This design comes from an exercise in tuning for small area and a short achievable clock period on the open sky130 flow, not from production work.
Where RTL was checked, it was by simulation tests only, not by an equivalence proof against the original.
No functional check of the RTL was part of run 3.
Power figures rest on the tool's default switching activity, not on a simulated workload.

==> flow/design.v, too long to show whole: its modules and the start of the top module <==
// module INV_X1: 3 lines
// module AND2_X1: 3 lines
// module AND3_X1: 3 lines
// module AND4_X1: 3 lines
// module OR2_X1: 3 lines
// module OR3_X1: 3 lines
// module OR4_X1: 3 lines
// module XOR2_X1: 3 lines
// module XNOR2_X1: 3 lines
// module FA_X1: 4 lines
// module ff1: 11 lines
// module unsigned_cmp: 13 lines
// module reg_: 24 lines
// module adder: 19 lines
// module up_down_counter: 32 lines
// module onehot_mux: 18 lines
// module dec_: 9 lines
// module and8: 10 lines
// module and16: 10 lines
// module and32: 10 lines
// module and_: 142 lines
// module or8: 10 lines
// module or16: 10 lines
// module or32: 10 lines
// module or_: 142 lines
// module extend_first1: 14 lines
// module shift_queue: 216 lines
// module inv: 9 lines
// module nor_: 16 lines
// module integer_issue: 480 lines
// module signed_cmp: 13 lines
// module bitwise_and: 14 lines
// module bitwise_or: 14 lines
// module xor_: 8 lines
// module bitwise_xor: 14 lines
// module mux_: 37 lines
// module bitwise_inv: 13 lines
// module integer_execute: 478 lines
// module int_backend: 64 lines
module int_backend (
    input  wire        clk,
    input  wire        rst_aL,
    input  wire        flush,
    output wire        dispatch_ready,
    input  wire        dispatch_valid,
    input  wire [190-1:0] dispatch_data,
    input  wire        ld_broadcast_valid,
    input  wire [$clog2(16)-1:0] ld_broadcast_rob_id,
    input  wire [32-1:0] ld_broadcast_reg_data,
    output wire        issue_valid,
    output wire [$clog2(16)-1:0] issue_rob_id,
    output wire        execute_valid,
    output wire        alu_broadcast_valid,
    output wire [$clog2(16)-1:0] alu_broadcast_rob_id,
    output wire [32-1:0] alu_broadcast_reg_data,
    output wire        alu_npc_wb_valid,
    output wire        alu_npc_mispred,
    output wire [32-1:0] alu_npc
);
  // ...
==> flow/run.sh <==
#!/bin/bash
# synth_recipe.tcl (not shown) runs the flow's synth.tcl, then flattens the netlist and writes it again
# the make line also repeats each setting of config.mk as NAME=value (left out here)
make -C /OpenROAD-flow-scripts/flow DESIGN_CONFIG=/design/flow/config.mk WORK_HOME=/design/flow/orfs CLKGATE_MAP_FILE= SYNTH_SCRIPT=/design/flow/synth_recipe.tcl finish
==> flow/config.mk <==
export PLATFORM = sky130hd
export DESIGN_NAME = int_backend
export DESIGN_NICKNAME = int_backend
export VERILOG_FILES = /design/flow/design.v
export SDC_FILE = /design/flow/constraint.sdc
export NUM_CORES = 4
export LEC_CHECK = 0
export CAP_MARGIN = 20
export CELL_PAD_IN_SITES_DETAIL_PLACEMENT = 2
export CELL_PAD_IN_SITES_GLOBAL_PLACEMENT = 4
export CORE_MARGIN = 2
export CORE_UTILIZATION = 20
export GPL_ROUTABILITY_DRIVEN = 1
export PLACE_DENSITY = 0.35
export SLEW_MARGIN = 20
==> flow/constraint.sdc <==
create_clock -name core_clock -period 24.0 [get_ports {clk}]
set_input_delay 4.8000 -clock core_clock [delete_from_list [all_inputs] [get_ports {clk}]]
set_output_delay 4.8000 -clock core_clock [all_outputs]
set_load 0.01 [all_outputs]
==> flow_results.xml, run 1 <==
<?xml version="1.0" encoding="UTF-8"?>
<metrics>
  <group name="synthesis">
    <metric name="synth_simple_gate_area_frac" unit="">0.107</metric>
    <metric name="number_of_flops_mapped_to_enable_cells_by_yosys" unit="">0</metric>
    <metric name="synth.lib_cells_used.distinct" unit="">101</metric>
    <metric name="ys.warnings.count" unit="">16</metric>
    <metric name="compound_cell_area_share_of_the_yosys_netlist" unit="">0.390</metric>
    <metric name="synth_adder_area_share" unit="">0.0272</metric>
    <metric name="number_of_cells_produced_by_synthesis" unit="">11718</metric>
    <metric name="synth_seq_area_share" unit="">0.365</metric>
  </group>
  <group name="cts">
    <metric name="worst_skew_pair.late_latency" unit="ns">0.97</metric>
    <metric name="postCtsHoldBufs" unit="">0</metric>
  </group>
  <group name="power_and_ir_drop">
    <metric name="pwr.group.combinational" unit="uW">11500</metric>
    <metric name="power_share_of_the_sequential_group" unit="">0.172</metric>
    <metric name="total_power" unit="uW">17800</metric>
    <metric name="sw_frac_of_total" unit="">0.605</metric>
    <metric name="group_drawing_the_most_power" unit="">combinational cells</metric>
  </group>
  <group name="place">
    <metric name="detailedPlace.worstSlack" unit="ns">1.70</metric>
    <metric name="routability_cong" unit="">0.874</metric>
  </group>
  <group name="global_routing">
    <metric name="met2_usage" unit="">0.515</metric>
    <metric name="global_route.overflow_total" unit="">0</metric>
    <metric name="first_pass_grt_wire_length" unit="microns">1110000</metric>
    <metric name="grt_max_degree" unit="">132</metric>
  </group>
  <group name="floorplan">
    <metric name="dieWidth" unit="microns">696</metric>
    <metric name="start_util" unit="">0.201</metric>
  </group>
  <group name="sta">
    <metric name="final_hold_viol_count" unit="">0</metric>
    <metric name="period_minus_slack" unit="ns">23.14</metric>
    <metric name="setup_viol" unit="">0</metric>
    <metric name="rsz0062_at_grt" unit="">false</metric>
    <metric name="fin_ws" unit="ns">0.865</metric>
    <metric name="fmax" unit="MHz">43.2</metric>
  </group>
  <group name="setup_path">
    <metric name="worst_case_register_to_register_setup_slack" unit="ns">5.91</metric>
    <metric name="worstSetupStartpointType" unit="">register</metric>
    <metric name="critPathMaxFanout" unit="">34</metric>
    <metric name="r2r-end" unit="">_integer_issue.iiq.queue[1].entry_reg.reg_r[144]$_DFFE_PN0P_</metric>
    <metric name="regToRegStartpoint" unit="">_integer_issue.integer_issue_buffer.reg_r[9]$_DFF_PN0_</metric>
  </group>
  <group name="route">
    <metric name="wl_met1" unit="microns">382000</metric>
    <metric name="vias" unit="">109305</metric>
    <metric name="dr.pass1.iters" unit="">8</metric>
    <metric name="avgViaCountPerCell" unit="">6.15</metric>
  </group>
  <group name="finish">
    <metric name="ff_latch_area" unit="sq um">35000</metric>
    <metric name="layout.area.top_class" unit="">multi-input combinational cells</metric>
    <metric name="comb.multi_input.count" unit="">8576</metric>
    <metric name="stdcell_count" unit="">17769</metric>
  </group>
  <group name="run_status">
    <metric name="status" unit="">no timing/DRC/antenna violations</metric>
  </group>
  <group name="worst_hold_path">
    <metric name="hold_path_class" unit="">register to register</metric>
  </group>
</metrics>
==> module int_backend, before the edit <==
module int_backend (
    input  wire        clk,
    input  wire        rst_aL,
    input  wire        flush,
    output wire        dispatch_ready,
    input  wire        dispatch_valid,
    input  wire [190-1:0] dispatch_data,
    input  wire        ld_broadcast_valid,
    input  wire [$clog2(16)-1:0] ld_broadcast_rob_id,
    input  wire [32-1:0] ld_broadcast_reg_data,
    output wire        issue_valid,
    output wire [$clog2(16)-1:0] issue_rob_id,
    output wire        execute_valid,
    output wire        alu_broadcast_valid,
    output wire [$clog2(16)-1:0] alu_broadcast_rob_id,
    output wire [32-1:0] alu_broadcast_reg_data,
    output wire        alu_npc_wb_valid,
    output wire        alu_npc_mispred,
    output wire [32-1:0] alu_npc
);
    iiq_issue_data_t iiq_issue_data;
    rob_id_t         iiq_issue_rob_id;
    rob_id_t         alu_rob_id;
    reg_data_t       alu_dst;
    addr_t           npc;
    wire             alu_bc_valid;
    wire [190-1:0] dispatch_entry = {dispatch_data[189:114], 1'b0,
                                                  dispatch_data[112:32], 32'b0};
    integer_issue _integer_issue (
        .clk(clk),
        .init(1'b0),
        .rst_aL(rst_aL),
        .fetch_redirect_valid(flush),
        .dispatch_ready(dispatch_ready),
        .dispatch_valid(dispatch_valid),
        .dispatch_data(dispatch_entry),
        .issue_valid(issue_valid),
        .issue_rob_id(iiq_issue_rob_id),
        .issue_data(iiq_issue_data),
        .alu_broadcast_valid(alu_bc_valid),
        .alu_broadcast_rob_id(alu_rob_id),
        .alu_broadcast_reg_data(alu_dst),
        .ld_broadcast_valid(ld_broadcast_valid),
        .ld_broadcast_rob_id(ld_broadcast_rob_id),
        .ld_broadcast_reg_data(ld_broadcast_reg_data)
    );
    integer_execute _integer_execute (
        .clk(clk),
        .rst_aL(rst_aL),
        .iiq_issue_data(iiq_issue_data),
        .instr_rob_id_out(alu_rob_id),
        .execute_valid(execute_valid),
        .alu_broadcast_valid(alu_bc_valid),
        .dst(alu_dst),
        .npc_wb_valid(alu_npc_wb_valid),
        .npc_mispred(alu_npc_mispred),
        .npc(npc)
    );
    assign issue_rob_id           = iiq_issue_rob_id;
    assign alu_broadcast_valid    = alu_bc_valid;
    assign alu_broadcast_rob_id   = alu_rob_id;
    assign alu_broadcast_reg_data = alu_dst;
    assign alu_npc                = npc;
endmodule
==> inputs of run 2 (changes only) <==
--- a/flow/design.v
+++ b/flow/design.v
@@ -2019,61 +2019,245 @@
     input  wire        flush,
     output wire        dispatch_ready,
     input  wire        dispatch_valid,
-    input  wire [190-1:0] dispatch_data,
+    input  wire [189:0] dispatch_data,
     input  wire        ld_broadcast_valid,
-    input  wire [$clog2(16)-1:0] ld_broadcast_rob_id,
-    input  wire [32-1:0] ld_broadcast_reg_data,
+    input  wire [3:0]  ld_broadcast_rob_id,
+    input  wire [31:0] ld_broadcast_reg_data,
     output wire        issue_valid,
-    output wire [$clog2(16)-1:0] issue_rob_id,
+    output wire [3:0]  issue_rob_id,
     output wire        execute_valid,
     output wire        alu_broadcast_valid,
-    output wire [$clog2(16)-1:0] alu_broadcast_rob_id,
-    output wire [32-1:0] alu_broadcast_reg_data,
+    output wire [3:0]  alu_broadcast_rob_id,
+    output wire [31:0] alu_broadcast_reg_data,
     output wire        alu_npc_wb_valid,
     output wire        alu_npc_mispred,
-    output wire [32-1:0] alu_npc
+    output wire [31:0] alu_npc
 );
-    iiq_issue_data_t iiq_issue_data;
-    rob_id_t         iiq_issue_rob_id;
-    rob_id_t         alu_rob_id;
-    reg_data_t       alu_dst;
-    addr_t           npc;
-    wire             alu_bc_valid;
-    wire [190-1:0] dispatch_entry = {dispatch_data[189:114], 1'b0,
-                                                  dispatch_data[112:32], 32'b0};
-    integer_issue _integer_issue (
-        .clk(clk),
-        .init(1'b0),
-        .rst_aL(rst_aL),
-        .fetch_redirect_valid(flush),
-        .dispatch_ready(dispatch_ready),
-        .dispatch_valid(dispatch_valid),
-        .dispatch_data(dispatch_entry),
-        .issue_valid(issue_valid),
-        .issue_rob_id(iiq_issue_rob_id),
-        .issue_data(iiq_issue_data),
-        .alu_broadcast_valid(alu_bc_valid),
-        .alu_broadcast_rob_id(alu_rob_id),
-        .alu_broadcast_reg_data(alu_dst),
-        .ld_broadcast_valid(ld_broadcast_valid),
-        .ld_broadcast_rob_id(ld_broadcast_rob_id),
-        .ld_broadcast_reg_data(ld_broadcast_reg_data)
-    );
-    integer_execute _integer_execute (
-        .clk(clk),
-        .rst_aL(rst_aL),
-        .iiq_issue_data(iiq_issue_data),
-        .instr_rob_id_out(alu_rob_id),
-        .execute_valid(execute_valid),
-        .alu_broadcast_valid(alu_bc_valid),
-        .dst(alu_dst),
-        .npc_wb_valid(alu_npc_wb_valid),
-        .npc_mispred(alu_npc_mispred),
-        .npc(npc)
-    );
-    assign issue_rob_id           = iiq_issue_rob_id;
-    assign alu_broadcast_valid    = alu_bc_valid;
-    assign alu_broadcast_rob_id   = alu_rob_id;
-    assign alu_broadcast_reg_data = alu_dst;
-    assign alu_npc                = npc;
+    localparam N = 8;
+    wire        d_s1v   = dispatch_data[189];
+    wire [3:0]  d_s1id  = dispatch_data[188:185];
+    wire        d_s1r   = dispatch_data[184];
+    wire [31:0] d_s1d   = dispatch_data[183:152];
+    wire        d_s2v   = dispatch_data[151];
+    wire [3:0]  d_s2id  = dispatch_data[150:147];
+    wire        d_s2r   = dispatch_data[146];
+    wire [31:0] d_s2d   = dispatch_data[145:114];
+    wire [3:0]  d_rob   = dispatch_data[112:109];
+    wire [31:0] d_imm   = dispatch_data[108:77];
+    wire [31:0] d_pc    = dispatch_data[76:45];
+    wire [2:0]  d_f3    = dispatch_data[44:42];
+    wire [7:0]  d_fl    = {dispatch_data[41],    
+                           dispatch_data[40],    
+                           dispatch_data[38],    
+                           dispatch_data[37],    
+                           dispatch_data[36],    
+                           dispatch_data[34],    
+                           dispatch_data[33],    
+                           dispatch_data[32]};   
+    reg [N-1:0]  valid;
+    reg [N-1:0]          s1v;
+    reg [N-1:0] [3:0]    s1id;
+    reg [N-1:0]          s1r;
+    reg [N-1:0] [31:0]   s1d;
+    reg [N-1:0]          s2v;
+    reg [N-1:0] [3:0]    s2id;
+    reg [N-1:0]          s2r;
+    reg [N-1:0] [31:0]   s2d;
+    reg [N-1:0] [3:0]    rob;
+    reg [N-1:0] [31:0]   imm;
+    reg [N-1:0] [31:0]   pc;
+    reg [N-1:0] [2:0]    f3;
+    reg [N-1:0] [7:0]    fl;
+    reg [N*N-1:0] older;
+    reg          ex_valid_q;
+    reg          bc_valid_q;
+    reg [3:0]    rob_q;
+    reg [31:0]   dst_q;
+    reg          wb_valid_q;
+    reg          mispred_q;
+    reg [31:0]   npc_q;
+    wire [N-1:0] rdy;
+    for (genvar s = 0; s < N; s++) begin : g_rdy
+        assign rdy[s] = valid[s] & (~s1v[s] | s1r[s]) & (~s2v[s] | s2r[s]);
+    end
+    wire [N-1:0] sel;
+    for (genvar s = 0; s < N; s++) begin : g_sel
+        wire [N-1:0] blk;
+        for (genvar o = 0; o < N; o++) begin : g_o
+            if (o < s)      assign blk[o] = rdy[o] & older[o*N+s];
+            else if (o > s) assign blk[o] = rdy[o] & ~older[s*N+o];
+            else            assign blk[o] = 1'b0;
+        end
+        assign sel[s] = rdy[s] & ~|blk;
+    end
+    assign issue_valid = |rdy;
+    reg        q_s1v, q_s2v;
+    reg [3:0]  q_s1id, q_s2id, q_rob;
+    reg [31:0] q_s1d, q_s2d, q_imm, q_pc;
+    reg [2:0]  q_f3;
+    reg [7:0]  q_fl;
+    always_comb begin
+        q_s1v = 1'b0; q_s1id = 4'b0; q_s1d = 32'b0;
+        q_s2v = 1'b0; q_s2id = 4'b0; q_s2d = 32'b0;
+        q_rob = 4'b0; q_imm = 32'b0; q_pc = 32'b0; q_f3 = 3'b0; q_fl = 8'b0;
+        for (int s = 0; s < N; s++) begin
+            q_s1id = q_s1id | ({4{sel[s]}}  & s1id[s]);
+            q_s1d  = q_s1d  | ({32{sel[s]}} & s1d[s]);
+            q_s2id = q_s2id | ({4{sel[s]}}  & s2id[s]);
+            q_s2d  = q_s2d  | ({32{sel[s]}} & s2d[s]);
+            q_rob  = q_rob  | ({4{sel[s]}}  & rob[s]);
+            q_imm  = q_imm  | ({32{sel[s]}} & imm[s]);
+            q_pc   = q_pc   | ({32{sel[s]}} & pc[s]);
+            q_f3   = q_f3   | ({3{sel[s]}}  & f3[s]);
+            q_fl   = q_fl   | ({8{sel[s]}}  & fl[s]);
+        end
+    end
+    assign issue_rob_id = q_rob;
+    wire full = &valid;
+    assign dispatch_ready = ~full | issue_valid;
+    wire enq = dispatch_valid & dispatch_ready;
+    wire [N-1:0] free = ~valid;
+    wire [N-1:0] free_first;
+    for (genvar s = 0; s < N; s++) begin : g_ff
+        if (s == 0) assign free_first[s] = free[0];
+        else        assign free_first[s] = free[s] & ~|free[s-1:0];
+    end
+    wire [N-1:0] tgt = full ? sel : free_first;
+    wire        alu_bc_v  = bc_valid_q;
+    wire [3:0]  alu_bc_id = rob_q;
+    wire [31:0] alu_bc_d  = dst_q;
+    always_ff @(posedge clk or negedge rst_aL) begin
+        if (!rst_aL) begin
+            valid <= '0;
+        end else if (flush) begin
+            valid <= '0;
+        end else begin
+            valid <= (valid & ~sel) | (tgt & {N{enq}});
+        end
+    end
+    for (genvar s = 0; s < N; s++) begin : g_slot
+        wire wake1 = issue_valid & s1v[s] & ~s1r[s] & (q_s1id == s1id[s]);
+        wire wake2 = issue_valid & s2v[s] & ~s2r[s] & (q_s2id == s2id[s]);
+        wire ld1   = ld_broadcast_valid & s1v[s] & ~s1r[s] & (ld_broadcast_rob_id == s1id[s]);
+        wire ld2   = ld_broadcast_valid & s2v[s] & ~s2r[s] & (ld_broadcast_rob_id == s2id[s]);
+        wire alu1  = alu_bc_v & s1v[s] & s1r[s] & (alu_bc_id == s1id[s]);
+        wire alu2  = alu_bc_v & s2v[s] & s2r[s] & (alu_bc_id == s2id[s]);
+        always_ff @(posedge clk) begin
+            if (tgt[s]) begin
+                s1v[s]  <= d_s1v;
+                s1id[s] <= d_s1id;
+                s1r[s]  <= d_s1r;
+                s1d[s]  <= d_s1d;
+                s2v[s]  <= d_s2v;
+                s2id[s] <= d_s2id;
+                s2r[s]  <= d_s2r;
+                s2d[s]  <= d_s2d;
+                rob[s]  <= d_rob;
+                imm[s]  <= d_imm;
+                pc[s]   <= d_pc;
+                f3[s]   <= d_f3;
+                fl[s]   <= d_fl;
+            end else begin
+                if (wake1 | ld1) s1r[s] <= 1'b1;
+                if (wake2 | ld2) s2r[s] <= 1'b1;
+                if (ld1)       s1d[s] <= ld_broadcast_reg_data;
+                else if (alu1) s1d[s] <= alu_bc_d;
+                if (ld2)       s2d[s] <= ld_broadcast_reg_data;
+                else if (alu2) s2d[s] <= alu_bc_d;
+            end
+        end
+        for (genvar o = s + 1; o < N; o++) begin : g_age
+            always_ff @(posedge clk) begin
+                if (tgt[s])      older[s*N+o] <= 1'b0;
+                else if (tgt[o]) older[s*N+o] <= 1'b1;
+            end
+        end
+    end
+    wire b1_ld  = ld_broadcast_valid & (ld_broadcast_rob_id == q_s1id);
+    wire b1_alu = alu_bc_v & (alu_bc_id == q_s1id);
+    wire b2_ld  = ld_broadcast_valid & (ld_broadcast_rob_id == q_s2id);
+    wire b2_alu = alu_bc_v & (alu_bc_id == q_s2id);
+    wire [31:0] src1 = b1_ld ? ld_broadcast_reg_data : b1_alu ? alu_bc_d : q_s1d;
+    wire [31:0] src2 = b2_ld ? ld_broadcast_reg_data : b2_alu ? alu_bc_d : q_s2d;
+    wire is_r    = q_fl[7];
+    wire is_i    = q_fl[6];
+    wire is_b    = q_fl[5];
+    wire is_j    = q_fl[4];
+    wire is_sub  = q_fl[3];
+    wire is_lui  = q_fl[2];
+    wire is_jalr = q_fl[1];
+    wire bdp     = q_fl[0];
+    wire [31:0] op1  = (is_r | is_i) ? src1 : is_lui ? 32'b0 : q_pc;
+    wire        cin  = is_r & is_sub;
+    wire [31:0] op2  = ~is_r ? q_imm : is_sub ? ~src2 : src2;
+    wire [32:0] sum_x = {op1, 1'b1} + {op2, cin};
+    wire [31:0] sum  = sum_x[32:1];
+    wire [31:0] pc4  = q_pc + 32'd4;
+    wire [31:0] opb  = is_i ? q_imm : src2;
+    wire        eq   = (src1 == opb);
+    wire        lt   = (src1 < opb);
+    wire [31:0] sll  = src1 << opb[4:0];
+    wire [31:0] srl  = src1 >> opb[4:0];
+    reg [31:0] res;
+    always_comb begin
+        case (q_f3)
+            3'd0: res = sum;
+            3'd1: res = sll;
+            3'd2: res = {31'b0, lt};
+            3'd3: res = {31'b0, lt};
+            3'd4: res = src1 ^ opb;
+            3'd5: res = srl;
+            3'd6: res = src1 | opb;
+            default: res = src1 & opb;
+        endcase
+    end
+    wire [31:0] dst = (is_j | is_jalr) ? pc4 : res;
+    reg br_taken;
+    always_comb begin
+        case (q_f3)
+            3'd0: br_taken = eq;
+            3'd1: br_taken = ~eq;
+            3'd4: br_taken = lt;
+            3'd5: br_taken = ~lt;
+            3'd6: br_taken = lt;
+            3'd7: br_taken = ~lt;
+            default: br_taken = 1'b0;
+        endcase
+    end
+    wire mispred = (bdp ^ br_taken) | is_jalr;
+    wire [31:0] npc = {sum[31:1], sum[0] & ~is_jalr};
+    always_ff @(posedge clk or negedge rst_aL) begin
+        if (!rst_aL) begin
+            ex_valid_q <= 1'b0;
+            bc_valid_q <= 1'b0;
+            rob_q      <= 4'b0;
+            dst_q      <= 32'b0;
+            wb_valid_q <= 1'b0;
+            mispred_q  <= 1'b1;
+            npc_q      <= 32'b0;
+        end else if (flush) begin
+            ex_valid_q <= 1'b0;
+            bc_valid_q <= 1'b0;
+            rob_q      <= 4'b0;
+            dst_q      <= 32'b0;
+            wb_valid_q <= 1'b0;
+            mispred_q  <= 1'b1;
+            npc_q      <= 32'b0;
+        end else begin
+            ex_valid_q <= issue_valid;
+            bc_valid_q <= issue_valid & ~is_b;
+            rob_q      <= q_rob;
+            dst_q      <= dst;
+            wb_valid_q <= is_b | is_jalr;
+            mispred_q  <= mispred;
+            npc_q      <= npc;
+        end
+    end
+    assign execute_valid          = ex_valid_q;
+    assign alu_broadcast_valid    = bc_valid_q;
+    assign alu_broadcast_rob_id   = rob_q;
+    assign alu_broadcast_reg_data = dst_q;
+    assign alu_npc_wb_valid       = wb_valid_q;
+    assign alu_npc_mispred        = mispred_q;
+    assign alu_npc                = npc_q;
 endmodule
==> run 2 against run 1 <==
Compared with the run above: sequential share of layout area up 14 points; combinational power decreased by 85%; largest cell class is now sequential cells; worst setup slack gained 10 ns; area after synthesis shrank 22%; non-clock buffer count down 167; global-route usage is 9.4 points lower; still clean on timing, DRC and antenna; power is 59% lower.
==> flow_results.xml, run 2 <==
<?xml version="1.0" encoding="UTF-8"?>
<metrics>
  <group name="run_status">
    <metric name="status" unit="">no timing/DRC/antenna violations</metric>
  </group>
  <group name="setup_path">
    <metric name="endpoint_kind" unit="">register</metric>
    <metric name="worst_case_register_to_register_setup_slack" unit="ns">12.53</metric>
    <metric name="worstSetupStartpointType" unit="">primary input</metric>
    <metric name="setup.worst_path.class" unit="">primary input to register</metric>
    <metric name="cp_data_required_time" unit="ns">24.70</metric>
    <metric name="critPathMaxFanout" unit="">27</metric>
    <metric name="worst-endpoint-arrival" unit="ns">13.67</metric>
  </group>
  <group name="worst_hold_path">
    <metric name="hold_path_class" unit="">register to register</metric>
  </group>
  <group name="finish">
    <metric name="fill_cells" unit="">40804</metric>
    <metric name="final_cell_mix" unit="">edfxtp_1 (1240), o21ai_0 (693), nand2_1 (690)</metric>
    <metric name="post-route-cell-area" unit="sq um">89300</metric>
    <metric name="nNetsFinal" unit="">7220</metric>
    <metric name="synthToLayoutAreaGrowth" unit="%">19.9</metric>
    <metric name="drive_above_1_share" unit="">0.107</metric>
    <metric name="final_common_cell" unit="">edfxtp_1</metric>
  </group>
  <group name="floorplan">
    <metric name="placeableCoreArea" unit="sq um">372000</metric>
    <metric name="start_util" unit="">0.201</metric>
    <metric name="design.die.area" unit="sq um">377000</metric>
    <metric name="die_height" unit="microns">614</metric>
    <metric name="std_cell_rows" unit="">224</metric>
    <metric name="dieWidth" unit="microns">614</metric>
    <metric name="ioPinCount" unit="">309</metric>
  </group>
  <group name="synthesis">
    <metric name="synth_simple_gate_area_frac" unit="">0.114</metric>
    <metric name="synth.lib_cells_used.distinct" unit="">120</metric>
    <metric name="number_of_flops_mapped_to_enable_cells_by_yosys" unit="">1240</metric>
    <metric name="largest_family_of_logic_cells_by_synthesized_area" unit="">compound AO/OA/AOI/OAI gates</metric>
    <metric name="synth.avg_cell_area" unit="sq um">11.0</metric>
    <metric name="synth_area_leaders" unit="">edfxtp_1 (50%), mux2i_1 (8.1%), a22oi_1 (5.0%)</metric>
    <metric name="syn-num-nets" unit="">7116</metric>
    <metric name="synth_adder_area_share" unit="">0.0219</metric>
    <metric name="ys_ff_latch" unit="">1348</metric>
    <metric name="synth_commonest_cells" unit="">edfxtp_1 (1240), o21ai_0 (695), nand2_1 (691)</metric>
    <metric name="synth_seq_area_share" unit="">0.534</metric>
    <metric name="synth_largest_type_area_fraction" unit="">0.500</metric>
    <metric name="synth_top_area_cell" unit="">edfxtp_1</metric>
    <metric name="synth_area" unit="sq um">74500</metric>
    <metric name="synth_mux_area_frac" unit="">0.0848</metric>
    <metric name="ys.warnings.count" unit="">1</metric>
    <metric name="post_synth_xor_area_fraction" unit="">0.0335</metric>
    <metric name="number_of_cells_produced_by_synthesis" unit="">6755</metric>
    <metric name="synth-async-reset-ratio" unit="">0.0593</metric>
    <metric name="compound_cell_area_share_of_the_yosys_netlist" unit="">0.165</metric>
    <metric name="post-synth-top-count-cell" unit="">edfxtp_1</metric>
    <metric name="synth-main-ff-cell" unit="">edfxtp_1</metric>
  </group>
  <group name="global_routing">
    <metric name="antenna_found_initial" unit="">105</metric>
    <metric name="global_route.overflow_total" unit="">0</metric>
    <metric name="grt_max_degree" unit="">94</metric>
    <metric name="first_global_vias" unit="">63944</metric>
    <metric name="grt_usage" unit="">0.240</metric>
    <metric name="first_pass_grt_wire_length" unit="microns">621000</metric>
  </group>
  <group name="route">
    <metric name="drt_iter0_drc" unit="">4010</metric>
    <metric name="avgViaCountPerCell" unit="">4.95</metric>
    <metric name="route.final.wire_length" unit="microns">465000</metric>
    <metric name="vias" unit="">59505</metric>
    <metric name="dr.pass1.iters" unit="">5</metric>
    <metric name="route.detailed.drc" unit="">0</metric>
    <metric name="antenna_violating_nets_post_route" unit="">0</metric>
    <metric name="wl_per_cell" unit="microns">38.7</metric>
  </group>
  <group name="cts">
    <metric name="tritoncts" unit="">done</metric>
    <metric name="postCtsResizedCells" unit="">0</metric>
    <metric name="cts_max_level" unit="">4</metric>
    <metric name="clockBufferDepth" unit="">4</metric>
    <metric name="cts_num_sinks" unit="">1348</metric>
    <metric name="root_buffer" unit="">clkbuf_16</metric>
    <metric name="post_cts.repair.setup_buffers" unit="">0</metric>
    <metric name="postCtsHoldBufs" unit="">0</metric>
    <metric name="worst_skew_pair.late_latency" unit="ns">0.91</metric>
    <metric name="cts_inserted_buffers" unit="">189</metric>
    <metric name="clk_pin_slew_worst_paths" unit="ns">0.06</metric>
  </group>
  <group name="power_and_ir_drop">
    <metric name="cellLeakagePower" unit="uW">0.0326</metric>
    <metric name="switchingPower" unit="uW">2520</metric>
    <metric name="power_frac_comb" unit="">0.244</metric>
    <metric name="vdd.ir_drop.worst" unit="mV">0.0523</metric>
    <metric name="sw_frac_of_total" unit="">0.345</metric>
    <metric name="power_share_of_the_sequential_group" unit="">0.377</metric>
    <metric name="power_per_cell_area" unit="nW/um^2">81.9</metric>
    <metric name="share_clk_of_total_power" unit="">0.379</metric>
    <metric name="internal_power" unit="uW">4790</metric>
  </group>
  <group name="sta">
    <metric name="worst-slew-pin-transition" unit="ns">1.29</metric>
    <metric name="finClkSkew" unit="ns">0.0648</metric>
    <metric name="finalCritPeriodShare" unit="">0.540</metric>
    <metric name="timing.max_slew.rel_slack" unit="">0.137</metric>
    <metric name="setup_viol" unit="">0</metric>
    <metric name="finalSetupTns" unit="ns">0</metric>
    <metric name="slew_violations" unit="">0</metric>
    <metric name="rsz0062_at_grt" unit="">false</metric>
    <metric name="final_hold_viol_count" unit="">0</metric>
    <metric name="fmax" unit="MHz">77.1</metric>
    <metric name="period_minus_slack" unit="ns">12.97</metric>
  </group>
  <group name="place">
    <metric name="routability_cong" unit="">0.857</metric>
    <metric name="post_dp_cell_area" unit="sq um">83400</metric>
    <metric name="port-buffer-count" unit="">273</metric>
    <metric name="post-dp-hpwl" unit="microns">313000</metric>
  </group>
  <group name="run">
    <metric name="maxCapViolations" unit="">0</metric>
  </group>
</metrics>
-- run 2: power by group through the flow --
stage                     sequential (uW)  combinational [uW]  clock, uW
after floorplan                      2790                 852          0
after global placement               2800                1790          0
after detailed placement             2810                1800          0
after CTS                            2760                1810       2880
after global routing                 2760                1900       2950
final                                2760                1780       2770
-- run 2: logic make-up (layout without fill, tap and decap cells) --
group	count (synthesis)	after routing
AOI/OAI and AO/OA	1845	1845
and+or+nand+nor	1719	1719
DFF	1348	1348
buffers and inverters	805	1060
muxes	626	626
xor gates and xnor gates	282	282
adders and majority gates	130	130
other	0	36
-- run 2: worst max-delay path, stage by stage --
cell,delay (ns)
clkdlybuf4s50_1,0.45
buf_4,0.40
inv_1,0.24
nand3_1,0.12
a211o_1,0.18
buf_4,0.39
or3_2,0.55
buf_4,0.47
mux2i_2,0.25
buf_4,0.27
o21ai_0,0.13
ha_1,0.40
a21o_1,0.21
a21o_1,0.21
a21o_1,0.18
a21o_1,0.17
a21oi_1,0.15
nor2_1,0.07
a211oi_1,0.45
o21bai_1,0.18
o21ai_0,0.69
a21oi_1,0.16
buf_4,0.22
o31ai_1,0.49
mux2i_1,0.62
o211ai_1,0.19
nor4bb_1,0.72
o22ai_1,0.18
-- run 2: metal layers --
layer / vias to the layer above / GRT usage / share of wire
met5: - / 0 / 0.00015
met4: 10 / 0.0509 / 0.023
met3: 417 / 0.0210 / 0.031
met2: 1145 / 0.415 / 0.49
met1: 32151 / 0.326 / 0.46
li1: 25782 / - / -
-- run 2: stage by stage --
stage	setup WS (ns)	total power, uW	hold WS, ns	util	std cells
2_1_floorplan	13.94	3650	0.439	-	6755
3_3_place_gp	9.93	4590	0.478	0.224	11639
3_5_place_dp	9.90	4610	0.491	0.224	11639
4_1_cts	10.86	7440	0.506	0.240	11981
5_1_grt	10.46	7610	0.529	0.240	11991
6_report	11.03	7310	0.500	0.240	12018
-- run 2: path summary, 6_finish.rpt --
path,end,startpoint,depth (start not counted)
hold / removal,older[15]$_SDFFE_PP0P_,older[15]$_SDFFE_PP0P_,2
setup reg to reg,dst_q[24]$_DFF_PN0_,s2r[1]$_SDFFCE_PN1P_,35
hold reg to reg,older[15]$_SDFFE_PP0P_,older[15]$_SDFFE_PP0P_,2
setup / recovery,dst_q[24]$_DFF_PN0_,ld_broadcast_rob_id[2],28
min in group asynchronous,rob_q[2]$_DFF_PN0_,rst_aL,1
max in group asynchronous,dst_q[2]$_DFF_PN0_,rst_aL,3
-- run 2: final cells by class --
type                            count  area [sq um]  share of cell area
Timing Repair Buffer              590          5220              0.0584
Clock inverter                     97           816             0.00913
Sequential cell                  1348         39800               0.446
Antenna cell                       36          90.1             0.00101
Tap cell                         4972          6220              0.0696
Clock buffer                      245          5030              0.0563
Multi-Input combinational cell   4602         31600               0.354
Inverter                          128           533             0.00597
==> inputs of run 3 (changes only) <==
--- a/flow/design.v
+++ b/flow/design.v
@@ -2069,28 +2069,12 @@
     reg [N-1:0] [2:0]    f3;
     reg [N-1:0] [7:0]    fl;
     reg [N*N-1:0] older;
-    reg          ex_valid_q;
-    reg          bc_valid_q;
+    reg          ex_valid_q, bc_valid_q, wb_valid_q;
     reg [3:0]    rob_q;
-    reg [31:0]   dst_q;
-    reg          wb_valid_q;
-    reg          mispred_q;
-    reg [31:0]   npc_q;
-    wire [N-1:0] rdy;
-    for (genvar s = 0; s < N; s++) begin : g_rdy
-        assign rdy[s] = valid[s] & (~s1v[s] | s1r[s]) & (~s2v[s] | s2r[s]);
-    end
-    wire [N-1:0] sel;
-    for (genvar s = 0; s < N; s++) begin : g_sel
-        wire [N-1:0] blk;
-        for (genvar o = 0; o < N; o++) begin : g_o
-            if (o < s)      assign blk[o] = rdy[o] & older[o*N+s];
-            else if (o > s) assign blk[o] = rdy[o] & ~older[s*N+o];
-            else            assign blk[o] = 1'b0;
-        end
-        assign sel[s] = rdy[s] & ~|blk;
-    end
-    assign issue_valid = |rdy;
+    wire [31:0]  dst;
+    reg  [N-1:0] sel;           
+    reg          issue_valid_q;
+    assign issue_valid = issue_valid_q;
     reg        q_s1v, q_s2v;
     reg [3:0]  q_s1id, q_s2id, q_rob;
     reg [31:0] q_s1d, q_s2d, q_imm, q_pc;
@@ -2125,16 +2109,10 @@
     wire [N-1:0] tgt = full ? sel : free_first;
     wire        alu_bc_v  = bc_valid_q;
     wire [3:0]  alu_bc_id = rob_q;
-    wire [31:0] alu_bc_d  = dst_q;
-    always_ff @(posedge clk or negedge rst_aL) begin
-        if (!rst_aL) begin
-            valid <= '0;
-        end else if (flush) begin
-            valid <= '0;
-        end else begin
-            valid <= (valid & ~sel) | (tgt & {N{enq}});
-        end
-    end
+    wire [31:0] alu_bc_d  = dst;
+    wire [N-1:0] valid_d = flush ? {N{1'b0}} : ((valid & ~sel) | (tgt & {N{enq}}));
+    wire [N-1:0] s1v_d, s1r_d, s2v_d, s2r_d;
+    wire [N*N-1:0] older_d;
     for (genvar s = 0; s < N; s++) begin : g_slot
         wire wake1 = issue_valid & s1v[s] & ~s1r[s] & (q_s1id == s1id[s]);
         wire wake2 = issue_valid & s2v[s] & ~s2r[s] & (q_s2id == s2id[s]);
@@ -2142,15 +2120,19 @@
         wire ld2   = ld_broadcast_valid & s2v[s] & ~s2r[s] & (ld_broadcast_rob_id == s2id[s]);
         wire alu1  = alu_bc_v & s1v[s] & s1r[s] & (alu_bc_id == s1id[s]);
         wire alu2  = alu_bc_v & s2v[s] & s2r[s] & (alu_bc_id == s2id[s]);
+        assign s1v_d[s] = tgt[s] ? d_s1v : s1v[s];
+        assign s2v_d[s] = tgt[s] ? d_s2v : s2v[s];
+        assign s1r_d[s] = tgt[s] ? d_s1r : (s1r[s] | wake1 | ld1);
+        assign s2r_d[s] = tgt[s] ? d_s2r : (s2r[s] | wake2 | ld2);
         always_ff @(posedge clk) begin
+            s1v[s] <= s1v_d[s];
+            s2v[s] <= s2v_d[s];
+            s1r[s] <= s1r_d[s];
+            s2r[s] <= s2r_d[s];
             if (tgt[s]) begin
-                s1v[s]  <= d_s1v;
                 s1id[s] <= d_s1id;
-                s1r[s]  <= d_s1r;
                 s1d[s]  <= d_s1d;
-                s2v[s]  <= d_s2v;
                 s2id[s] <= d_s2id;
-                s2r[s]  <= d_s2r;
                 s2d[s]  <= d_s2d;
                 rob[s]  <= d_rob;
                 imm[s]  <= d_imm;
@@ -2158,8 +2140,6 @@
                 f3[s]   <= d_f3;
                 fl[s]   <= d_fl;
             end else begin
-                if (wake1 | ld1) s1r[s] <= 1'b1;
-                if (wake2 | ld2) s2r[s] <= 1'b1;
                 if (ld1)       s1d[s] <= ld_broadcast_reg_data;
                 else if (alu1) s1d[s] <= alu_bc_d;
                 if (ld2)       s2d[s] <= ld_broadcast_reg_data;
@@ -2167,10 +2147,33 @@
             end
         end
         for (genvar o = s + 1; o < N; o++) begin : g_age
-            always_ff @(posedge clk) begin
-                if (tgt[s])      older[s*N+o] <= 1'b0;
-                else if (tgt[o]) older[s*N+o] <= 1'b1;
-            end
+            assign older_d[s*N+o] = tgt[s] ? 1'b0 : tgt[o] ? 1'b1 : older[s*N+o];
+            always_ff @(posedge clk) older[s*N+o] <= older_d[s*N+o];
+        end
+    end
+    wire [N-1:0] rdy_d;
+    for (genvar s = 0; s < N; s++) begin : g_rdy
+        assign rdy_d[s] = valid_d[s] & (~s1v_d[s] | s1r_d[s]) & (~s2v_d[s] | s2r_d[s]);
+    end
+    wire [N-1:0] sel_d;
+    for (genvar s = 0; s < N; s++) begin : g_sel
+        wire [N-1:0] blk;
+        for (genvar o = 0; o < N; o++) begin : g_o
+            if (o < s)      assign blk[o] = rdy_d[o] & older_d[o*N+s];
+            else if (o > s) assign blk[o] = rdy_d[o] & ~older_d[s*N+o];
+            else            assign blk[o] = 1'b0;
+        end
+        assign sel_d[s] = rdy_d[s] & ~|blk;
+    end
+    always_ff @(posedge clk or negedge rst_aL) begin
+        if (!rst_aL) begin
+            valid         <= '0;
+            sel           <= '0;
+            issue_valid_q <= 1'b0;
+        end else begin
+            valid         <= valid_d;
+            sel           <= sel_d;
+            issue_valid_q <= |rdy_d;
         end
     end
     wire b1_ld  = ld_broadcast_valid & (ld_broadcast_rob_id == q_s1id);
@@ -2192,26 +2195,27 @@
     wire [31:0] op2  = ~is_r ? q_imm : is_sub ? ~src2 : src2;
     wire [32:0] sum_x = {op1, 1'b1} + {op2, cin};
     wire [31:0] sum  = sum_x[32:1];
+    wire        pc4sel = is_j | is_jalr;
     wire [31:0] pc4  = q_pc + 32'd4;
     wire [31:0] opb  = is_i ? q_imm : src2;
     wire        eq   = (src1 == opb);
     wire        lt   = (src1 < opb);
     wire [31:0] sll  = src1 << opb[4:0];
     wire [31:0] srl  = src1 >> opb[4:0];
-    reg [31:0] res;
+    reg [31:0] m_d;
     always_comb begin
-        case (q_f3)
-            3'd0: res = sum;
-            3'd1: res = sll;
-            3'd2: res = {31'b0, lt};
-            3'd3: res = {31'b0, lt};
-            3'd4: res = src1 ^ opb;
-            3'd5: res = srl;
-            3'd6: res = src1 | opb;
-            default: res = src1 & opb;
+        if (pc4sel) m_d = pc4;
+        else case (q_f3)
+            3'd1:    m_d = sll;
+            3'd2:    m_d = {31'b0, lt};
+            3'd3:    m_d = {31'b0, lt};
+            3'd4:    m_d = src1 ^ opb;
+            3'd5:    m_d = srl;
+            3'd6:    m_d = src1 | opb;
+            default: m_d = src1 & opb;    
         endcase
     end
-    wire [31:0] dst = (is_j | is_jalr) ? pc4 : res;
+    wire use_sum = ~pc4sel & (q_f3 == 3'd0);
     reg br_taken;
     always_comb begin
         case (q_f3)
@@ -2225,39 +2229,47 @@
         endcase
     end
     wire mispred = (bdp ^ br_taken) | is_jalr;
-    wire [31:0] npc = {sum[31:1], sum[0] & ~is_jalr};
+    reg [31:0] sum_q, m_q;
+    reg        use_sum_q, jalr_q, mispred_q;
     always_ff @(posedge clk or negedge rst_aL) begin
         if (!rst_aL) begin
             ex_valid_q <= 1'b0;
             bc_valid_q <= 1'b0;
-            rob_q      <= 4'b0;
-            dst_q      <= 32'b0;
             wb_valid_q <= 1'b0;
+            rob_q      <= 4'b0;
+            sum_q      <= 32'b0;
+            m_q        <= 32'b0;
+            use_sum_q  <= 1'b1;
+            jalr_q     <= 1'b0;
             mispred_q  <= 1'b1;
-            npc_q      <= 32'b0;
         end else if (flush) begin
             ex_valid_q <= 1'b0;
             bc_valid_q <= 1'b0;
-            rob_q      <= 4'b0;
-            dst_q      <= 32'b0;
             wb_valid_q <= 1'b0;
+            rob_q      <= 4'b0;
+            sum_q      <= 32'b0;
+            m_q        <= 32'b0;
+            use_sum_q  <= 1'b1;
+            jalr_q     <= 1'b0;
             mispred_q  <= 1'b1;
-            npc_q      <= 32'b0;
         end else begin
             ex_valid_q <= issue_valid;
             bc_valid_q <= issue_valid & ~is_b;
-            rob_q      <= q_rob;
-            dst_q      <= dst;
             wb_valid_q <= is_b | is_jalr;
+            rob_q      <= q_rob;
+            sum_q      <= sum;
+            m_q        <= m_d;
+            use_sum_q  <= use_sum;
+            jalr_q     <= is_jalr;
             mispred_q  <= mispred;
-            npc_q      <= npc;
         end
     end
+    assign dst = use_sum_q ? sum_q : m_q;
     assign execute_valid          = ex_valid_q;
     assign alu_broadcast_valid    = bc_valid_q;
     assign alu_broadcast_rob_id   = rob_q;
-    assign alu_broadcast_reg_data = dst_q;
+    assign alu_broadcast_reg_data = dst;
     assign alu_npc_wb_valid       = wb_valid_q;
     assign alu_npc_mispred        = mispred_q;
-    assign alu_npc                = npc_q;
+    assign alu_npc                = {sum_q[31:1], sum_q[0] & ~jalr_q};
 endmodule
==> flow/flow/run.sh (new file) <==
#!/bin/bash
# The standard layout (standard.sh: standard synthesis and ORFS), with
# two changes to how the layout is made:
#  - timing repair aims past the clock (setup over-fix margin), so the tools
#    size and buffer the design for speed instead of stopping at 24 ns;
#  - the port buffers are plain buffer cells instead of delay cells.
# The SDC (clock period, I/O delays, loads) is the standard flow's, unchanged.
# Each tool's full log is under orfs/logs/; make's output is in make_standard.log.
set -euo pipefail
export SETUP_SLACK_MARGIN=17
export BUFFER_PORTS_ARGS="-buffer_cell sky130_fd_sc_hd__buf_2"
bash standard.sh > make_standard.log 2>&1
==> flow/standard.sh (new file) <==
#!/bin/bash
# synth_recipe.tcl (not shown) runs the flow's synth.tcl, then flattens the netlist and writes it again
# the make line also repeats each setting of config.mk as NAME=value (left out here)
make -C /OpenROAD-flow-scripts/flow DESIGN_CONFIG=/design/flow/config.mk WORK_HOME=/design/flow/orfs CLKGATE_MAP_FILE= SYNTH_SCRIPT=/design/flow/synth_recipe.tcl "${@:-finish}"
==> flow/config.mk (replaced) <==
export PLATFORM = sky130hd
export DESIGN_NAME = int_backend
export DESIGN_NICKNAME = int_backend
export VERILOG_FILES = /design/flow/design.v
export SDC_FILE = /design/flow/constraint.sdc
export NUM_CORES = 4
export LEC_CHECK = 0
export CAP_MARGIN = 20
export CELL_PAD_IN_SITES_DETAIL_PLACEMENT = 1
export CELL_PAD_IN_SITES_GLOBAL_PLACEMENT = 2
export CORE_MARGIN = 2
export CORE_UTILIZATION = 40
export CTS_BUF_LIST = sky130_fd_sc_hd__clkbuf_8
export CTS_CLUSTER_SIZE = 24
export GPL_ROUTABILITY_DRIVEN = 1
export GPL_TIMING_DRIVEN = 1
export PLACE_DENSITY = 0.55
export SLEW_MARGIN = 20
removed: flow/run.sh
==> run 3 against run 2 <==
Compared with the run above: combinational power grew 34%; sequential power grew 2%; die area shrank 51%; register-to-register slack gained 3.6 ns; first-iteration DRC count grew 81%; maximum frequency grew 55%; synthesized cell count grew 5.5%; clock power shrank 23%; critical path depth shrank 8; power grew 0.38%; final cell count shrank 16%; largest power group is now registers.
==> flow_results.xml, run 3 <==
<?xml version="1.0" encoding="UTF-8"?>
<metrics>
  <group name="sta">
    <metric name="finalCritPeriodShare" unit="">0.348</metric>
    <metric name="finalSetupTns" unit="ns">0</metric>
    <metric name="period_minus_slack" unit="ns">8.36</metric>
    <metric name="worst-slew-pin-transition" unit="ns">1.34</metric>
    <metric name="setup_viol" unit="">0</metric>
    <metric name="final_hold_viol_count" unit="">0</metric>
    <metric name="timing.max_slew.rel_slack" unit="">0.104</metric>
    <metric name="fmax" unit="MHz">120</metric>
    <metric name="slew_violations" unit="">0</metric>
    <metric name="finClkSkew" unit="ns">0.0987</metric>
    <metric name="rsz0062_at_grt" unit="">true</metric>
    <metric name="worst_hold_slack" unit="ns">0.506</metric>
  </group>
  <group name="floorplan">
    <metric name="std_cell_rows" unit="">156</metric>
    <metric name="start_util" unit="">0.402</metric>
    <metric name="dieWidth" unit="microns">430</metric>
    <metric name="design.die.area" unit="sq um">185000</metric>
    <metric name="placeableCoreArea" unit="sq um">181000</metric>
    <metric name="die_height" unit="microns">430</metric>
    <metric name="ioPinCount" unit="">309</metric>
  </group>
  <group name="run_status">
    <metric name="status" unit="">no timing/DRC/antenna violations</metric>
  </group>
  <group name="global_routing">
    <metric name="grt_usage" unit="">0.387</metric>
    <metric name="antenna_found_initial" unit="">72</metric>
    <metric name="global_route.overflow_total" unit="">0</metric>
    <metric name="first_global_vias" unit="">62534</metric>
    <metric name="grt_max_degree" unit="">132</metric>
    <metric name="first_pass_grt_wire_length" unit="microns">505000</metric>
  </group>
  <group name="cts">
    <metric name="worst_skew_pair.late_latency" unit="ns">1.06</metric>
    <metric name="root_buffer" unit="">clkbuf_8</metric>
    <metric name="cts_num_sinks" unit="">1359</metric>
    <metric name="cts_max_level" unit="">4</metric>
    <metric name="clockBufferDepth" unit="">3</metric>
    <metric name="cts_inserted_buffers" unit="">239</metric>
    <metric name="postCtsHoldBufs" unit="">0</metric>
    <metric name="tritoncts" unit="">done</metric>
    <metric name="clk_pin_slew_worst_paths" unit="ns">0.06</metric>
  </group>
  <group name="finish">
    <metric name="final_cell_mix" unit="">edfxtp_1 (1208), nand2_1 (1051), o21ai_0 (1047)</metric>
    <metric name="drive_above_1_share" unit="">0.217</metric>
    <metric name="nNetsFinal" unit="">7866</metric>
    <metric name="final_common_cell" unit="">edfxtp_1</metric>
    <metric name="area_of_the_multi_input_gates" unit="sq um">32500</metric>
    <metric name="synthToLayoutAreaGrowth" unit="%">21.8</metric>
    <metric name="fill_cells" unit="">19346</metric>
    <metric name="ff_latch_area" unit="sq um">39800</metric>
  </group>
  <group name="setup_path">
    <metric name="critPathMaxFanout" unit="">7</metric>
    <metric name="regToRegStartpoint" unit="">sel[3]$_DFF_PN0_</metric>
    <metric name="worst-endpoint-arrival" unit="ns">9.30</metric>
    <metric name="cp_data_required_time" unit="ns">24.94</metric>
    <metric name="setup.worst_path.class" unit="">primary input to register</metric>
    <metric name="r2r-end" unit="">mispred_q$_DFF_PN1_</metric>
    <metric name="endpoint_kind" unit="">register</metric>
    <metric name="worstSetupStartpointType" unit="">primary input</metric>
    <metric name="count_of_cells_along_the_worst_register_to_register_path" unit="">20</metric>
    <metric name="worst_case_register_to_register_setup_slack" unit="ns">16.14</metric>
  </group>
  <group name="synthesis">
    <metric name="synth-main-ff-cell" unit="">edfxtp_1</metric>
    <metric name="synth_area" unit="sq um">72700</metric>
    <metric name="synth-async-reset-ratio" unit="">0.0670</metric>
    <metric name="number_of_cells_produced_by_synthesis" unit="">7128</metric>
    <metric name="synth_commonest_cells" unit="">edfxtp_1 (1208), o21ai_0 (1072), nand2_1 (1065)</metric>
    <metric name="ys_ff_latch" unit="">1359</metric>
    <metric name="synth.avg_cell_area" unit="sq um">10.2</metric>
    <metric name="post-synth-top-count-cell" unit="">edfxtp_1</metric>
    <metric name="synth_area_leaders" unit="">edfxtp_1 (50%), o21ai_0 (7.4%), a22oi_1 (5.6%)</metric>
    <metric name="number_of_flops_mapped_to_enable_cells_by_yosys" unit="">1208</metric>
    <metric name="synth_top_area_cell" unit="">edfxtp_1</metric>
    <metric name="syn-num-nets" unit="">7489</metric>
    <metric name="synth_seq_area_share" unit="">0.547</metric>
    <metric name="synth.lib_cells_used.distinct" unit="">93</metric>
    <metric name="synth_largest_type_area_fraction" unit="">0.499</metric>
    <metric name="ys.warnings.count" unit="">1</metric>
  </group>
  <group name="power_and_ir_drop">
    <metric name="power_per_cell_area" unit="nW/um^2">82.9</metric>
    <metric name="vdd.ir_drop.worst" unit="mV">0.0577</metric>
    <metric name="sw_frac_of_total" unit="">0.364</metric>
    <metric name="power_share_of_the_sequential_group" unit="">0.384</metric>
    <metric name="share_clk_of_total_power" unit="">0.292</metric>
    <metric name="cellLeakagePower" unit="uW">0.0340</metric>
    <metric name="internal_power" unit="uW">4670</metric>
    <metric name="switchingPower" unit="uW">2670</metric>
    <metric name="power_frac_comb" unit="">0.325</metric>
  </group>
  <group name="place">
    <metric name="post-dp-hpwl" unit="microns">216000</metric>
    <metric name="routability_cong" unit="">0.990</metric>
    <metric name="port-buffer-count" unit="">273</metric>
  </group>
  <group name="worst_hold_path">
    <metric name="startpoint_of_the_tightest_hold_check_path" unit="">older[37]$_DFF_P_</metric>
    <metric name="worst_hold_path.num_cells" unit="">2</metric>
    <metric name="hold-path-endpoint" unit="">older[37]$_DFF_P_</metric>
    <metric name="hold_path_class" unit="">register to register</metric>
  </group>
  <group name="route">
    <metric name="vias" unit="">64792</metric>
    <metric name="wl_per_cell" unit="microns">37.8</metric>
    <metric name="antenna_violating_nets_post_route" unit="">0</metric>
    <metric name="avgViaCountPerCell" unit="">6.41</metric>
    <metric name="drt_iter0_drc" unit="">7277</metric>
    <metric name="dr.pass1.iters" unit="">5</metric>
    <metric name="route.detailed.drc" unit="">0</metric>
    <metric name="route.final.wire_length" unit="microns">381000</metric>
  </group>
  <group name="run">
    <metric name="maxCapViolations" unit="">0</metric>
  </group>
</metrics>
==> run 3: cell types whose count changed after synthesis, moves of 62 or more <==
cell / delta
nor2_1: +138
and4_1: -62
nand4_1: +66
o21ai_0: +377
nand3_1: -81
nand2_1: +374
a21oi_1: +125
mux2i_1: -412
==> run 3: repair_timing <==
action / 4_1_cts / 5_1_grt
gates cloned: 26 / 13
pin swaps: 99 / 97
gates resized for setup: 515 / 243
buffers inserted: 255 / 110
setup endpoints to repair: 157 / 187
==> run 3: kinds of logic after synthesis <==
group,count (synthesis),share of synthesized area
mux,251,0.0358
buf+inv,867,0.0511
fa+ha+maj,130,0.0225
compound gates,2301,0.194
simple gates,1930,0.114
flops,1359,0.547
xor+xnor,290,0.0350
==> run 3: layout make-up <==
cell class,instances,area share
Clock buffer,250,0.0389
Sequential cell,1359,0.449
Timing Repair Buffer,830,0.0873
Tap cell,2370,0.0335
Timing Repair inverter,2,0.000254
Clock inverter,188,0.0139
Multi-Input combinational cell,4912,0.367
Antenna cell,33,0.000933
Inverter,161,0.00903
==> run 3: worst max-delay path by stage <==
stage / startpoint / to / slack [ns] / depth (start not counted)
2_1_floorplan: ld_broadcast_rob_id[3] / sum_q[31]$_DFF_PN0_ / 15.37 / 23
3_3_place_gp: ld_broadcast_rob_id[3] / sum_q[30]$_DFF_PN0_ / 12.92 / 22
3_5_place_dp: ld_broadcast_rob_id[1] / mispred_q$_DFF_PN1_ / 12.86 / 23
4_1_cts: ld_broadcast_rob_id[2] / sum_q[31]$_DFF_PN0_ / 15.76 / 24
5_1_grt: ld_broadcast_rob_id[2] / sum_q[31]$_DFF_PN0_ / 15.62 / 24
6_report: ld_broadcast_rob_id[2] / mispred_q$_DFF_PN1_ / 15.64 / 20
==> run 3: stage by stage <==
stage	instance area, sq um	cells	power (uW)	util	setup WS [ns]
floorplan	73400	7128	3890	-	15.37
global placement	76200	9228	4610	0.421	12.92
detailed placement	76200	9229	4640	0.422	12.86
CTS	86200	9948	7120	0.477	15.76
global route	88500	10093	7590	0.490	15.62
finish	88500	10105	7340	0.490	15.64
==> run 3: layer usage <==
layer | GRT usage | share of wire | routed length [microns]
met1 | 0.508 | 0.40 | 152000
met2 | 0.609 | 0.45 | 172000
met3 | 0.0751 | 0.088 | 33600
met4 | 0.201 | 0.063 | 23900
met5 | 0 | 0.00088 | 336
==> run 3: power groups by stage <==
stage	registers [uW]	logic, uW	clock network (uW)
2_1_floorplan	2820	1070	0
3_3_place_gp	2850	1750	0
3_5_place_dp	2860	1780	0
4_1_cts	2800	2150	2170
5_1_grt	2820	2500	2270
6_report	2820	2390	2140
==> run 3: worst max-delay path, cell delays in order <==
cell      delay (ns)
buf_16          0.13
xor2_4          0.18
nor4_4          0.22
buf_6           0.18
nand2_8         0.12
buf_12          0.16
buf_16          0.15
buf_4           0.15
buf_4           0.14
a21oi_2         0.31
mux2_2          0.29
ha_1            0.27
nor4_1          0.40
nand2_1         0.16
nor3_2          0.41
and4_1          0.49
nand2_1         0.11
a32oi_2         0.34
xnor2_1         0.16
nand3b_1        0.09

[what the ideal ports hide]
Ports are ideal in the flow. The routed layouts listed here were re-timed in OpenROAD. Step 1: set_driving_cell puts a clkbuf_16 on clk and a buf_2 on each other input, an assumption about the parent block. Step 2 also shifts input and output timing later by t, the mid clock arrival at the registers, as if the neighbouring blocks saw the same clock. Three values: ideal, step 1, step 2; two values: the first two.
| run | t, ns | setup WS [ns] | worst data-port slew with drivers (ns) |
|---|---|---|---|
| run 1 | 1.040 | 0.865 / 0.746 / 1.786 | 0.49 |
| run 2 | 0.990 | 11.034 / 11.115 / 10.126 | 0.28 |
| run 3 | 1.105 | 15.641 / 15.675 / 14.570 | 0.25 |
After both steps every run listed still meets setup and hold. For run 3, which loses most, drivers alone change the setup slack by +0.034 ns; drivers and shift together by -1.071 ns.
